Context: an optimization exercise on an open-source flow, tuned for small area and a short achievable clock period. The choices shown serve that exercise and are no tape-out recipe.
Power figures rest on the tool's default switching activity, not on a simulated workload.

==> flow/design.v (excerpt) <==
module desiredDrive_reg(
    input clk, rst_n,
    input [11:0] avg_torque,
    input [4:0] cadence,
    input not_pedaling,
    input [12:0] incline,
    input [2:0] scale,
    output logic [11:0] target_curr
);
Size in the first run: roughly 1,100 cells after synthesis, about 8900 um2 of cells after synthesis.
clock: 13.0 ns
lec_check: 0
cap_margin: 20
core_margin: 2
core_utilization: 40
cts_buf_list: sky130_fd_sc_hd__clkbuf_4 sky130_fd_sc_hd__clkbuf_8
slew_margin: 20
tns_end_percent: 5
standard.sh (not shown) runs the stock make flow with config.mk's settings and CLKGATE_MAP_FILE= SYNTH_SCRIPT=/design/flow/synth_recipe.tcl, a recipe that flattens the netlist after the stock synthesis.
==> flow/flow/run.sh <==
#!/bin/bash
# Layout flow: the standard flow (standard.sh), with these changes:
#  - synthesis: Yosys's generic "synth -run fine:" step skips its early ABC
#    pass (-noabc), so that extract_fa sees the RTL's full adders as written
#    (without the input/output inversions that pass puts around them), and
#    extract_fa leaves the carry-propagate adders (instances u_cpa_*) to the
#    final ABC mapping instead of building them from adder cells; the rest of
#    synthesis (dfflibmap, flatten, renaming) is as in the standard flow's synthesis, but
#    the final ABC mapping runs flow/map.abc, a delay-oriented mapping without
#    ABC's own buffering and sizing (OpenROAD's repair sizes the cells later);
#  - the port buffers are PORT_BUF cells;
#  - ORFS's timing repair aims for SETUP_MARGIN ns of setup slack.
# The SDC, the clock period and every other step are the standard flow's.
set -euo pipefail
HERE=$(pwd)
SETUP_MARGIN=8.0
PORT_BUF=sky130_fd_sc_hd__buf_1
# ORFS's synth.tcl with the changes
sed -e 's/synth -top \$::env(DESIGN_NAME) -run fine: {\*}\$synth_full_args/synth -top $::env(DESIGN_NAME) -run fine: -noabc {*}$synth_full_args/' \
    -e 's/extract_fa {\*}\[dont_use_extract_fa_args\]/extract_fa {*}[dont_use_extract_fa_args] c:* c:*u_cpa_* %d/' \
    -e "s#^  log_cmd abc {\*}\\\$abc_args\$#  log_cmd abc {*}[lreplace \$abc_args 1 1 $HERE/flow/map.abc]#" \
    "$FLOW_HOME/scripts/synth.tcl" > "$HERE/synth_changed.tcl"
grep -q -F -- '-run fine: -noabc' "$HERE/synth_changed.tcl"
grep -q -F -- 'extract_fa {*}[dont_use_extract_fa_args] c:* c:*u_cpa_* %d' "$HERE/synth_changed.tcl"
grep -q -F -- "log_cmd abc {*}[lreplace \$abc_args 1 1 $HERE/flow/map.abc]" "$HERE/synth_changed.tcl"
# The standard flow's synthesis wrapper, sourcing the changed synth.tcl
sed "s#source \$::env(SCRIPTS_DIR)/synth.tcl#source $HERE/synth_changed.tcl#" synth_recipe.tcl > "$HERE/flow_synth.tcl"
grep -q -F "source $HERE/synth_changed.tcl" "$HERE/flow_synth.tcl"
# The standard.sh, pointed at that wrapper
sed "s#SYNTH_SCRIPT=[^ ]*#SYNTH_SCRIPT=$HERE/flow_synth.tcl#" standard.sh > "$HERE/flow_standard.sh"
grep -q -F "SYNTH_SCRIPT=$HERE/flow_synth.tcl" "$HERE/flow_standard.sh"
bash "$HERE/flow_standard.sh" SETUP_SLACK_MARGIN=$SETUP_MARGIN \
    "BUFFER_PORTS_ARGS=-buffer_cell $PORT_BUF" finish > "$HERE/flow_make.log" 2>&1
==> flow/flow/map.abc <==
strash
dch
map -B 0.9
topo
stime -c
The baseline completed with no timing, DRC or antenna violations.
==> next run, changes <==
--- a/flow/flow/run.sh
+++ b/flow/flow/run.sh
@@ -7,5 +7,4 @@
 #    final ABC mapping instead of building them from adder cells; the rest of
-#    synthesis (dfflibmap, flatten, renaming) is as in the standard flow's synthesis, but
-#    the final ABC mapping runs flow/map.abc, a delay-oriented mapping without
-#    ABC's own buffering and sizing (OpenROAD's repair sizes the cells later);
+#    synthesis (dfflibmap, the final ABC mapping, flatten, renaming) is as in
+#    the standard flow's synthesis;
 #  - the port buffers are PORT_BUF cells;
@@ -20,3 +19,2 @@
     -e 's/extract_fa {\*}\[dont_use_extract_fa_args\]/extract_fa {*}[dont_use_extract_fa_args] c:* c:*u_cpa_* %d/' \
-    -e "s#^  log_cmd abc {\*}\\\$abc_args\$#  log_cmd abc {*}[lreplace \$abc_args 1 1 $HERE/flow/map.abc]#" \
     "$FLOW_HOME/scripts/synth.tcl" > "$HERE/synth_changed.tcl"
@@ -24,3 +22,2 @@
 grep -q -F -- 'extract_fa {*}[dont_use_extract_fa_args] c:* c:*u_cpa_* %d' "$HERE/synth_changed.tcl"
-grep -q -F -- "log_cmd abc {*}[lreplace \$abc_args 1 1 $HERE/flow/map.abc]" "$HERE/synth_changed.tcl"
 # The standard flow's synthesis wrapper, sourcing the changed synth.tcl
--- a/flow/config.mk
+++ b/flow/config.mk
@@ -7,2 +7,3 @@
 export LEC_CHECK = 0
+export ABC_AREA = 1
 export CAP_MARGIN = 20
removed: flow/flow/map.abc
Effect: The new run completed without violations. Clock skew went down by 9.2 ps. First-iteration DRC count went up by 32%. Total power went down by 0.75%. Final area went up by 1.1%. Non-clock buffer count went up by 3. Final cell count went up by 0.55%. Synthesized cell count went up by 3.8%. Die area went up by 3.4%. Combinational power went up by about 2%. Maximum frequency stays flat. Wire length went up by 0.70%.
No run of this note included a check of the RTL's function; only the layout flow was run.

## separate check: timing with driven ports
The flow's constraints put no driver on any port. The routed layouts listed below were extracted and timed again, unchanged, in two steps.
Step 1 assumes that a clkbuf_16 drives the clock port and a buf_2 every other input.
Step 2 adds t to the input delays and takes it off the output delays; t is the mean of the earliest and latest rising clock arrival at the registers after step 1. Input paths then give back, and output paths get back, about the clock's delay inside the block.
a / b / c = no drivers / after step 1 / after step 2; a / b = the first two.
run	t, ns	slack for setup (ns)	latest minus earliest clock arrival (ns)
the first run	0.369	7.634 / 7.634 / 7.349	0.014 / 0.014
the second run	0.362	7.642 / 7.642 / 7.366	0.006 / 0.006
After both steps setup and hold are still met in every run listed. For the first run, which loses most, drivers alone change the setup slack by 0.000 ns; drivers and shift together by -0.285 ns.
